Context: an optimization exercise on an open-source flow, tuned for small area. The choices shown serve that exercise and are no tape-out recipe. The RTL was checked by simulation tests, not by an equivalence proof against the original design.

==> flow/constraint.sdc <==
create_clock -name core_clock -period 7.0 [get_ports {clk}]
set_input_delay 1.4000 -clock core_clock [delete_from_list [all_inputs] [get_ports {clk}]]
set_output_delay 1.4000 -clock core_clock [all_outputs]
set_load 0.01 [all_outputs]
==> flow/config.mk <==
export PLATFORM = sky130hd
export DESIGN_NAME = requant
export DESIGN_NICKNAME = requant
export VERILOG_FILES = /design/flow/design.v
export SDC_FILE = /design/flow/constraint.sdc
export NUM_CORES = 4
export LEC_CHECK = 0
export CAP_MARGIN = 20
export CORE_MARGIN = 2
export CORE_UTILIZATION = 40
export SLEW_MARGIN = 20
==> flow/design.v <==
module requant (
	clk,
	ce,
	rst,
	data_in,
	sync_in,
	gain,
	data_out,
	sync_out,
	addr,
	ovfl
);
	parameter integer INPUT_WIDTH = 18;
	parameter integer OUTPUT_WIDTH = 8;
	parameter integer GAIN_WIDTH = (INPUT_WIDTH - OUTPUT_WIDTH) + 1;
	parameter integer CHANNELS = 2048;
	input wire clk;
	input wire ce;
	input wire rst;
	input wire [(2 * INPUT_WIDTH) - 1:0] data_in;
	input wire sync_in;
	input wire [INPUT_WIDTH - OUTPUT_WIDTH:0] gain;
	output reg [(2 * OUTPUT_WIDTH) - 1:0] data_out;
	output reg sync_out;
	output reg [$clog2(CHANNELS) - 1:0] addr;
	output reg ovfl;
	reg signed [INPUT_WIDTH - 1:0] in_re;
	reg signed [INPUT_WIDTH - 1:0] in_im;
	reg signed [OUTPUT_WIDTH - 1:0] out_re;
	reg signed [OUTPUT_WIDTH - 1:0] out_im;
	reg re_ovfl;
	reg im_ovfl;
	reg signed [GAIN_WIDTH:0] gain_buf;
	parameter integer MULT_WIDTH = GAIN_WIDTH + INPUT_WIDTH;
	localparam signed [MULT_WIDTH - 1:0] ClampHigh = (2 ** (INPUT_WIDTH - 1)) - 1;
	localparam signed [MULT_WIDTH - 1:0] ClampLow = -(2 ** (INPUT_WIDTH - 1));
	reg signed [MULT_WIDTH - 1:0] mult_re;
	reg signed [MULT_WIDTH - 1:0] mult_im;
	reg signed [OUTPUT_WIDTH - 1:0] mult_re_trunc;
	reg signed [OUTPUT_WIDTH - 1:0] mult_im_trunc;
	always @(*) begin
		mult_re_trunc = mult_re[INPUT_WIDTH - 1-:OUTPUT_WIDTH];
		mult_im_trunc = mult_im[INPUT_WIDTH - 1-:OUTPUT_WIDTH];
	end
	always @(posedge clk)
		if (rst)
			addr <= 0;
		else if (ce && sync_in)
			addr <= 1;
		else if (ce)
			addr <= addr + 1;
		else
			addr <= addr;
	parameter integer DELAY = 4;
	reg [DELAY - 1:0] sync_fifo;
	always @(posedge clk) sync_fifo[DELAY - 1] <= sync_in;
	genvar i;
	generate
		for (i = 0; i < (DELAY - 1); i = i + 1) begin : genblk1
			always @(posedge clk) sync_fifo[i] <= sync_fifo[i + 1];
		end
	endgenerate
	always @(*) sync_out = sync_fifo[0];
	always @(posedge clk)
		if (rst) begin
			in_re <= 0;
			in_im <= 0;
		end
		else if (ce) begin
			in_re <= data_in[INPUT_WIDTH+:INPUT_WIDTH];
			in_im <= data_in[0+:INPUT_WIDTH];
		end
		else begin
			in_re <= in_re;
			in_im <= in_im;
		end
	always @(posedge clk)
		if (rst)
			gain_buf <= 0;
		else if (ce)
			gain_buf <= $signed({1'b0, gain});
		else
			gain_buf <= gain_buf;
	always @(posedge clk)
		if (rst) begin
			mult_re <= 0;
			mult_im <= 0;
		end
		else if (ce) begin
			mult_re <= gain_buf * in_re;
			mult_im <= gain_buf * in_im;
		end
		else begin
			mult_re <= mult_re;
			mult_im <= mult_im;
		end
	always @(posedge clk)
		if (rst) begin
			out_re <= 0;
			out_im <= 0;
		end
		else if (ce) begin
			if (mult_re > ClampHigh)
				out_re <= ClampHigh[INPUT_WIDTH - 1-:OUTPUT_WIDTH];
			else if (mult_re < ClampLow)
				out_re <= ClampLow[INPUT_WIDTH - 1-:OUTPUT_WIDTH];
			else if (mult_re < 0)
				out_re <= mult_re_trunc + 1;
			else
				out_re <= mult_re_trunc;
			if (mult_im > ClampHigh)
				out_im <= ClampHigh[INPUT_WIDTH - 1-:OUTPUT_WIDTH];
			else if (mult_im < ClampLow)
				out_im <= ClampLow[INPUT_WIDTH - 1-:OUTPUT_WIDTH];
			else if (mult_im < 0)
				out_im <= mult_im_trunc + 1;
			else
				out_im <= mult_im_trunc;
		end
		else begin
			out_re <= out_re;
			out_im <= out_im;
		end
	always @(posedge clk)
		if (rst)
			data_out <= 0;
		else if (ce)
			data_out <= {out_re, out_im};
		else
			data_out <= data_out;
	always @(posedge clk)
		if (rst) begin
			re_ovfl <= 0;
			im_ovfl <= 0;
			ovfl <= 0;
		end
		else if (ce) begin
			if ((mult_re > ClampHigh) || (mult_re < ClampLow))
				re_ovfl <= 1;
			else
				re_ovfl <= 0;
			if ((mult_im > ClampHigh) || (mult_im < ClampLow))
				im_ovfl <= 1;
			else
				im_ovfl <= 0;
			ovfl <= im_ovfl | re_ovfl;
		end
		else begin
			re_ovfl <= re_ovfl;
			im_ovfl <= im_ovfl;
			ovfl <= ovfl;
		end
endmodule
==> flow/run.sh <==
#!/bin/bash
# synth_recipe.tcl (not shown) runs the flow's synth.tcl, then flattens the netlist and writes it again
# the make line also repeats each setting of config.mk as NAME=value (left out here)
make -C /OpenROAD-flow-scripts/flow DESIGN_CONFIG=/design/flow/config.mk WORK_HOME=/design/flow/orfs CLKGATE_MAP_FILE= SYNTH_SCRIPT=/design/flow/synth_recipe.tcl finish
==> results.ini <==
[global_routing]
first_global_vias = 16000
grt.total_usage_pct = 19.4
grt_start_max_net_pins = 77
overflow = 0
grt_pass1_wl_um = 82200
antenna_found_initial = 0

[synthesis]
synth-simple-area-share_pct = 17.1
synth-main-ff-cell = dfxtp_1
yosysSeqAreaShare_pct = 15.3
synth_edf_count = 0
syn_nets = 2872
synth_top_family_by_area = adder cells
synth_xor_area_share_pct = 2.16
synth_fa_ha_area_share_pct = 42.6
async_reset_ff_share_pct = 0
synth.distinct_cells = 78
syn-cell-area_um2 = 20300
synth_compound_area_share_pct = 7.12
ys_ff_latch = 155
ys.warnings.count = 1
syn_avg_cell_area_um2 = 8.68
synthCells = 2340
synthMuxAreaShare_pct = 4.44

[cells_and_area]
multi_input_area_um2 = 14900
drive_above_1_share_pct = 3.29
area.growth.synth_to_final_pct = 9.12
fillers = 4870
final_common_cell = inv_1
final_cell_mix = inv_1, fa_1, nand2_1
diodes = 0
seq_area_um2 = 3110
num-nets-final = 2862

[place]
io_buffers = 79
hpwl_um = 37600
routabilityCongestion = 0.865
preCtsSetupSlack_ns = 0.913

[run_status]
status = complete, no violations

[route]
drc_errors = 0
viasPerCell = 5.01
antenna_left = 0
via_count = 15100
drt_iter0_markers = 668
wl_per_cell_um = 15.9
totalWireLength_um = 48000
drt_first_pass_iters = 5

[sta]
fin_crit_ns = 6.15
finalHoldViolations = 0
final.setup.worst_slack_ns = 0.852
maxSlewViolCount = 0
timing.final.crit_share_pct = 87.8
relSlewSlack_pct = 35.4
fin_setup_tns_ns = 0
finalSetupViolations = 0
fmax_mhz = 163
skew_ns = 0.0263
tightestPinTransition_ns = 0.968
rsz0062_at_grt = no

[power]
total_leakage_power_nw = 10.9
powerDensity_nw_per_um2 = 133
p_total_mw = 2.95
peakVddDrop_mv = 0.221

[worst_setup_path]
critPathRequiredTime_ns = 7.37
critPathKind = reg -> reg
path_buf_inv = 4
crit_arrival_ns = 6.51
critPathCaptureType = register
path_max_fanout = 25
critPathMaxStageDelay_ns = 0.72
worst_setup_path_start_kind = register
critPathTopFamily = adder cells
crit_slowest_cell = dfxtp_1
cp_cell_sequence = buf_4, nand2_1, fa_1, fa_1, fa_1, inv_1, fa_1, inv_1, fa_1, inv_1, ha_1, a21o_1, a21o_1, a211o_1, o221ai_2, o211a_1, o31ai_2, a211o_1, o311a_1
crit_top_cell = fa_1

[clocking]
cts_htree_levels = 4
clk_latency_ns = 0.49
root_buffer = clkbuf_16
postCtsSetupBuffers = 0
cts_buffers = 17
ctsResizeCount = 0
path_clk_slew_ns = 0.07
tritoncts = done
cts_hold_buf = 0
cts.sinks = 155
cts_max_path_buffers = 2

[floorplan]
core_area_um2 = 50200
die_y_um = 229
die_w_um = 229
rows = 82
io_pins = 80
die_area_um2 = 52600
initial_core_util_pct = 40.5

[flow_run]
max-cap-violations = 0

[hold_path]
worstHoldPathType = reg -> reg

cells by family (layout without fill, tap and decap cells):
logic type,count (synthesis),count (layout)
AOI/OAI and AO/OA,207,207
adders and majority gates,481,481
DFF,155,155
muxes,90,90
buffers and inverters,601,604
and+or+nand+nor,756,756
xor gates and xnor gates,50,50
final timing paths:
path                                    from      endpoint  slack, ns  cells past startpoint
worst min-delay path            sync_fifo[2]  sync_fifo[1]       0.33                      0
worst max register to register   gain_buf[5]   mult_im[28]       0.85                     19
worst max-delay path             gain_buf[5]   mult_im[28]       0.85                     19
worst min register to register  sync_fifo[2]  sync_fifo[1]       0.33                      0
cell type report:
type,instances,area share [%]
Sequential cell,155,14.0
Multi-Input combinational cell,1584,67.3
Clock buffer,19,2.00
Tap cell,672,3.79
Inverter,478,8.10
Clock inverter,13,0.694
Timing Repair Buffer,94,4.07
report_power, final:
| part | internal [mW] | total (mW) | switching (mW) |
|---|---|---|---|
| registers | 0.955 | 1.08 | 0.125 |
| clock network | 0.515 | 0.956 | 0.442 |
| logic | 0.387 | 0.915 | 0.528 |
| total | 1.86 | 2.95 | 1.09 |
worst reg2reg max path, delay by kind of cell, from the launching register on:
family,cells,cell delay [ns]
compound gates,8,1.76
buf+inv,4,0.59
flops,1,0.72
simple gates,1,0.14
fa+ha+maj,6,2.82
Yosys cell counts (all sizes together), types with 4 or more instances:
cell type	instances	share of area (%)
o31ai	4	0.17
nand4	22	0.68
a211oi	15	0.58
nand3b	6	0.22
a21oi	65	1.7
and3	9	0.30
nor2	155	2.9
dfxtp	155	15
nand3	18	0.44
o211ai	4	0.15
o31a	4	0.18
nor3	40	0.99
clkbuf	112	2.1
a21o	14	0.52
a31oi	6	0.18
nor3b	4	0.20
o21ai	33	0.81
inv	478	8.8
fa	352	35
xnor2	34	1.5
or3	9	0.28
mux2i	90	4.4
o2111ai	4	0.17
nor4	9	0.31
nand2	343	6.3
o221a	4	0.22
ha	129	7.9
a211o	5	0.22
nor2b	9	0.31
buf	11	0.29
and2	119	3.7
xor2	16	0.69
o21a	20	0.75
registers in the layout, indices dropped and copies added (netlist names):
| register | cells |
|---|---|
| mult_re | 29 |
| sync_fifo | 4 |
| in_re | 18 |
| in_im | 18 |
| out_im | 8 |
| mult_im | 29 |
| gain_buf | 11 |
| out_re | 8 |
| re_ovfl | 1 |
| data_out | 16 |
| addr | 11 |
| im_ovfl | 1 |
| ovfl | 1 |
layer usage:
layer | up-vias | routed length, µm | share of wire, % | track usage [%]
met5 | - | 0 | 0 | 0
met2 | 363 | 20900 | 44 | 29.8
met1 | 7564 | 23800 | 50 | 28.2
met3 | 33 | 2640 | 5.5 | 3.49
met4 | 0 | 622 | 1.3 | 4.67
li1 | 7152 | - | - | -
through the flow:
stage / utilization [%] / cell area, µm² / std cells / hold slack (ns)
5_1_grt: 44.2 / 22200 / 3015 / 0.337
3_5_place_dp: 43.0 / 21600 / 2983 / 0.312
6_report: 44.2 / 22200 / 3015 / 0.329
2_1_floorplan: - / 20300 / 2340 / 0.310
4_1_cts: 44.2 / 22200 / 3015 / 0.330
3_3_place_gp: 43.0 / 21600 / 2983 / 0.311

==> afterwards: timing with drivers on the ports <==
The flow's constraints put no driver on any port. The routed layout listed below was extracted and timed again, unchanged, in two steps.
Step 1: set_driving_cell puts a clkbuf_16 on clk and a buf_2 on each other input, an assumption about the parent block.
Step 2 adds t to the input delays and takes it off the output delays; t is the mean of the earliest and latest rising clock arrival at the registers after step 1. Input paths then give back, and output paths get back, about the clock's delay inside the block.
Slacks: ideal ports / drivers / drivers and shift; pairs: ideal ports / drivers.
t, ns: 0.532
setup slack, ns: 0.852 / 0.852 / 0.852
latest minus earliest clock arrival (ns): 0.027 / 0.026
slew at the worst register clock pin (ns): 0.08 / 0.08
After both steps setup and hold are still met in this run. For this run, drivers alone change the setup slack by 0.000 ns; drivers and shift together by 0.000 ns.
